What follows belongs to an exercise in optimizing a design on an open flow for small area and a short achievable clock period; a production flow would make more cautious choices. Where RTL was checked, it was by simulation tests only, not by an equivalence proof against the original.

## build 62
==> flow/design.v <==
module ALU(clk,operand_a,operand_b,result,opcode,zero_flag);
    input clk;
    input [31:0] operand_a;
    input [31:0] operand_b;
    input [7:0] opcode;
    output reg [31:0] result;
    output reg zero_flag;
    wire valid = ~|opcode[7:3];
    wire [2:0] op = opcode[2:0];
    wire sub = op[0] | op[1];
    wire arith = valid & (op[2:1] == 2'b00);
    wire slt = valid & (op == 3'd6);
    wire kp = valid & ((op == 3'd0) | (op == 3'd3) | (op == 3'd5));
    wire kg = valid & ((op == 3'd1) | (op == 3'd2) | (op == 3'd3));
    wire k0 = valid & ((op == 3'd1) | (op == 3'd4));
    wire [31:0] t = operand_a ^ operand_b;
    wire [31:0] ab = operand_a & operand_b;
    wire [31:0] l = (t & {32{kp}}) | (ab & {32{kg}}) | (~t & ~ab & {32{k0}});
    wire [31:0] p = t ^ {32{sub}};
    wire [31:0] g = operand_a & ~p;
    wire g0c = g[0] | (p[0] & sub);
    wire G0_1 = g[1] | (p[1] & g0c);
    wire P0_1 = p[1] & p[0];
    wire G0_3 = g[3] | (p[3] & g[2]);
    wire P0_3 = p[3] & p[2];
    wire G0_5 = g[5] | (p[5] & g[4]);
    wire P0_5 = p[5] & p[4];
    wire G0_7 = g[7] | (p[7] & g[6]);
    wire P0_7 = p[7] & p[6];
    wire G0_9 = g[9] | (p[9] & g[8]);
    wire P0_9 = p[9] & p[8];
    wire G0_11 = g[11] | (p[11] & g[10]);
    wire P0_11 = p[11] & p[10];
    wire G0_13 = g[13] | (p[13] & g[12]);
    wire P0_13 = p[13] & p[12];
    wire G0_15 = g[15] | (p[15] & g[14]);
    wire P0_15 = p[15] & p[14];
    wire G0_17 = g[17] | (p[17] & g[16]);
    wire P0_17 = p[17] & p[16];
    wire G0_19 = g[19] | (p[19] & g[18]);
    wire P0_19 = p[19] & p[18];
    wire G0_21 = g[21] | (p[21] & g[20]);
    wire P0_21 = p[21] & p[20];
    wire G0_23 = g[23] | (p[23] & g[22]);
    wire P0_23 = p[23] & p[22];
    wire G0_25 = g[25] | (p[25] & g[24]);
    wire P0_25 = p[25] & p[24];
    wire G0_27 = g[27] | (p[27] & g[26]);
    wire P0_27 = p[27] & p[26];
    wire G0_29 = g[29] | (p[29] & g[28]);
    wire P0_29 = p[29] & p[28];
    wire G0_31 = g[31] | (p[31] & g[30]);
    wire P0_31 = p[31] & p[30];
    wire G1_3 = G0_3 | (P0_3 & G0_1);
    wire P1_3 = P0_3 & P0_1;
    wire G1_7 = G0_7 | (P0_7 & G0_5);
    wire P1_7 = P0_7 & P0_5;
    wire G1_11 = G0_11 | (P0_11 & G0_9);
    wire P1_11 = P0_11 & P0_9;
    wire G1_15 = G0_15 | (P0_15 & G0_13);
    wire P1_15 = P0_15 & P0_13;
    wire G1_19 = G0_19 | (P0_19 & G0_17);
    wire P1_19 = P0_19 & P0_17;
    wire G1_23 = G0_23 | (P0_23 & G0_21);
    wire P1_23 = P0_23 & P0_21;
    wire G1_27 = G0_27 | (P0_27 & G0_25);
    wire P1_27 = P0_27 & P0_25;
    wire G1_31 = G0_31 | (P0_31 & G0_29);
    wire P1_31 = P0_31 & P0_29;
    wire G2_7 = G1_7 | (P1_7 & G1_3);
    wire P2_7 = P1_7 & P1_3;
    wire G2_15 = G1_15 | (P1_15 & G1_11);
    wire P2_15 = P1_15 & P1_11;
    wire G2_23 = G1_23 | (P1_23 & G1_19);
    wire P2_23 = P1_23 & P1_19;
    wire G2_31 = G1_31 | (P1_31 & G1_27);
    wire P2_31 = P1_31 & P1_27;
    wire G3_15 = G2_15 | (P2_15 & G2_7);
    wire P3_15 = P2_15 & P2_7;
    wire G3_31 = G2_31 | (P2_31 & G2_23);
    wire P3_31 = P2_31 & P2_23;
    wire G4_31 = G3_31 | (P3_31 & G3_15);
    wire P4_31 = P3_31 & P3_15;
    wire G5_23 = G2_23 | (P2_23 & G3_15);
    wire P5_23 = P2_23 & P3_15;
    wire G6_11 = G1_11 | (P1_11 & G2_7);
    wire P6_11 = P1_11 & P2_7;
    wire G6_19 = G1_19 | (P1_19 & G3_15);
    wire P6_19 = P1_19 & P3_15;
    wire G6_27 = G1_27 | (P1_27 & G5_23);
    wire P6_27 = P1_27 & P5_23;
    wire G7_5 = G0_5 | (P0_5 & G1_3);
    wire P7_5 = P0_5 & P1_3;
    wire G7_9 = G0_9 | (P0_9 & G2_7);
    wire P7_9 = P0_9 & P2_7;
    wire G7_13 = G0_13 | (P0_13 & G6_11);
    wire P7_13 = P0_13 & P6_11;
    wire G7_17 = G0_17 | (P0_17 & G3_15);
    wire P7_17 = P0_17 & P3_15;
    wire G7_21 = G0_21 | (P0_21 & G6_19);
    wire P7_21 = P0_21 & P6_19;
    wire G7_25 = G0_25 | (P0_25 & G5_23);
    wire P7_25 = P0_25 & P5_23;
    wire G7_29 = G0_29 | (P0_29 & G6_27);
    wire P7_29 = P0_29 & P6_27;
    wire G8_2 = g[2] | (p[2] & G0_1);
    wire P8_2 = p[2] & P0_1;
    wire G8_4 = g[4] | (p[4] & G1_3);
    wire P8_4 = p[4] & P1_3;
    wire G8_6 = g[6] | (p[6] & G7_5);
    wire P8_6 = p[6] & P7_5;
    wire G8_8 = g[8] | (p[8] & G2_7);
    wire P8_8 = p[8] & P2_7;
    wire G8_10 = g[10] | (p[10] & G7_9);
    wire P8_10 = p[10] & P7_9;
    wire G8_12 = g[12] | (p[12] & G6_11);
    wire P8_12 = p[12] & P6_11;
    wire G8_14 = g[14] | (p[14] & G7_13);
    wire P8_14 = p[14] & P7_13;
    wire G8_16 = g[16] | (p[16] & G3_15);
    wire P8_16 = p[16] & P3_15;
    wire G8_18 = g[18] | (p[18] & G7_17);
    wire P8_18 = p[18] & P7_17;
    wire G8_20 = g[20] | (p[20] & G6_19);
    wire P8_20 = p[20] & P6_19;
    wire G8_22 = g[22] | (p[22] & G7_21);
    wire P8_22 = p[22] & P7_21;
    wire G8_24 = g[24] | (p[24] & G5_23);
    wire P8_24 = p[24] & P5_23;
    wire G8_26 = g[26] | (p[26] & G7_25);
    wire P8_26 = p[26] & P7_25;
    wire G8_28 = g[28] | (p[28] & G6_27);
    wire P8_28 = p[28] & P6_27;
    wire G8_30 = g[30] | (p[30] & G7_29);
    wire P8_30 = p[30] & P7_29;
    wire [32:0] c;
    assign c[0] = sub;
    assign c[1] = g0c;
    assign c[2] = G0_1;
    assign c[3] = G8_2;
    assign c[4] = G1_3;
    assign c[5] = G8_4;
    assign c[6] = G7_5;
    assign c[7] = G8_6;
    assign c[8] = G2_7;
    assign c[9] = G8_8;
    assign c[10] = G7_9;
    assign c[11] = G8_10;
    assign c[12] = G6_11;
    assign c[13] = G8_12;
    assign c[14] = G7_13;
    assign c[15] = G8_14;
    assign c[16] = G3_15;
    assign c[17] = G8_16;
    assign c[18] = G7_17;
    assign c[19] = G8_18;
    assign c[20] = G6_19;
    assign c[21] = G8_20;
    assign c[22] = G7_21;
    assign c[23] = G8_22;
    assign c[24] = G5_23;
    assign c[25] = G8_24;
    assign c[26] = G7_25;
    assign c[27] = G8_26;
    assign c[28] = G6_27;
    assign c[29] = G8_28;
    assign c[30] = G7_29;
    assign c[31] = G8_30;
    assign c[32] = G4_31;
    wire lt = ~c[32];
    wire [31:0] x = arith ? c[31:0] : {1'b0, {31{slt & lt}}};
    always @(posedge clk) begin
        result <= l ^ x;
        zero_flag <= ~|result;
    end
endmodule
clock: 5.0 ns
lec_check: 0
abc_area: 1
cap_margin: 20
core_margin: 2
core_utilization: 40
slew_margin: 20
standard.sh (not shown) runs the stock make flow with config.mk's settings and CLKGATE_MAP_FILE= SYNTH_SCRIPT=/design/flow/synth_recipe.tcl, a recipe that flattens the netlist after the stock synthesis.
==> flow/flow/run.sh <==
#!/bin/bash
# Standard ORFS layout, with two changes: Yosys's full/half-adder extraction is
# off (ADDER_MAP_FILE empty) so ABC maps the whole datapath, and the I/O port
# buffers use buf_1 instead of the cell buffer_ports picks by default.
set -euo pipefail
bash standard.sh ADDER_MAP_FILE= "BUFFER_PORTS_ARGS=-buffer_cell sky130_fd_sc_hd__buf_1" finish > standard_flow.log 2>&1
diff inputs: build 62 => trial 47
--- a/flow/design.v
+++ b/flow/design.v
@@ -11,12 +11,12 @@
     wire arith = valid & (op[2:1] == 2'b00);
     wire slt = valid & (op == 3'd6);
+    wire [31:0] t = operand_a ^ operand_b;
+    wire [31:0] ab = operand_a & operand_b;
+    wire [31:0] p = t ^ {32{sub}};
+    wire [31:0] g = operand_a & ~p;
     wire kp = valid & ((op == 3'd0) | (op == 3'd3) | (op == 3'd5));
     wire kg = valid & ((op == 3'd1) | (op == 3'd2) | (op == 3'd3));
     wire k0 = valid & ((op == 3'd1) | (op == 3'd4));
-    wire [31:0] t = operand_a ^ operand_b;
-    wire [31:0] ab = operand_a & operand_b;
     wire [31:0] l = (t & {32{kp}}) | (ab & {32{kg}}) | (~t & ~ab & {32{k0}});
-    wire [31:0] p = t ^ {32{sub}};
-    wire [31:0] g = operand_a & ~p;
     wire g0c = g[0] | (p[0] & sub);
     wire G0_1 = g[1] | (p[1] & g0c);
Notes after the runs:
Re portion of the layout cell area used by non-clock buffers: no difference whatsoever between build 62 and trial 47.
Reported for trial 47 and build 62, combined buffer and inverter count along the critical path turned out identical to the last digit.
Build 62 → trial 47: final critical-path required period essentially unchanged; cell area after layout essentially unchanged; register-to-register slack essentially unchanged.
Diff build 62 -> trial 47: final-layout clock buffer total has remained practically unchanged; number of non-filler instances in the completed layout has remained practically unchanged; count of cell instances traversed by the critical path has remained practically unchanged; count of cell types in the netlist has remained practically unchanged.
Remaining number of nets flagged by the antenna check after routing: build 62 vs trial 47 identical
Changes observed in trial 47 relative to build 62: number of I/O pins barely changed, portion of the clock cycle consumed by the worst path in the final layout now sits at about the same level.
No functional check of the RTL was part of build 62.

==> afterwards: timing with drivers on the ports <==
No port has a modelled driver above. Below, the same layouts with a new extraction and two added sets of constraints.
Step 1, drivers: a clkbuf_16 drives clk and a buf_2 each remaining input, both assumed.
Step 2 moves the port delays by t, midway between the first and last clock arrival at a register: inputs arrive t later, outputs are due t later. That takes back most of the time a late clock gives input paths.
Three values: ideal ports, drivers, drivers and shift; two values: the first two.
run	t, ns	setup WS [ns]	worst data-port slew with drivers (ns)
build 62	0.315	1.434 / 1.441 / 1.127	0.04
trial 47	0.315	1.434 / 1.441 / 1.127	0.04
After both steps every run listed still meets setup and hold.
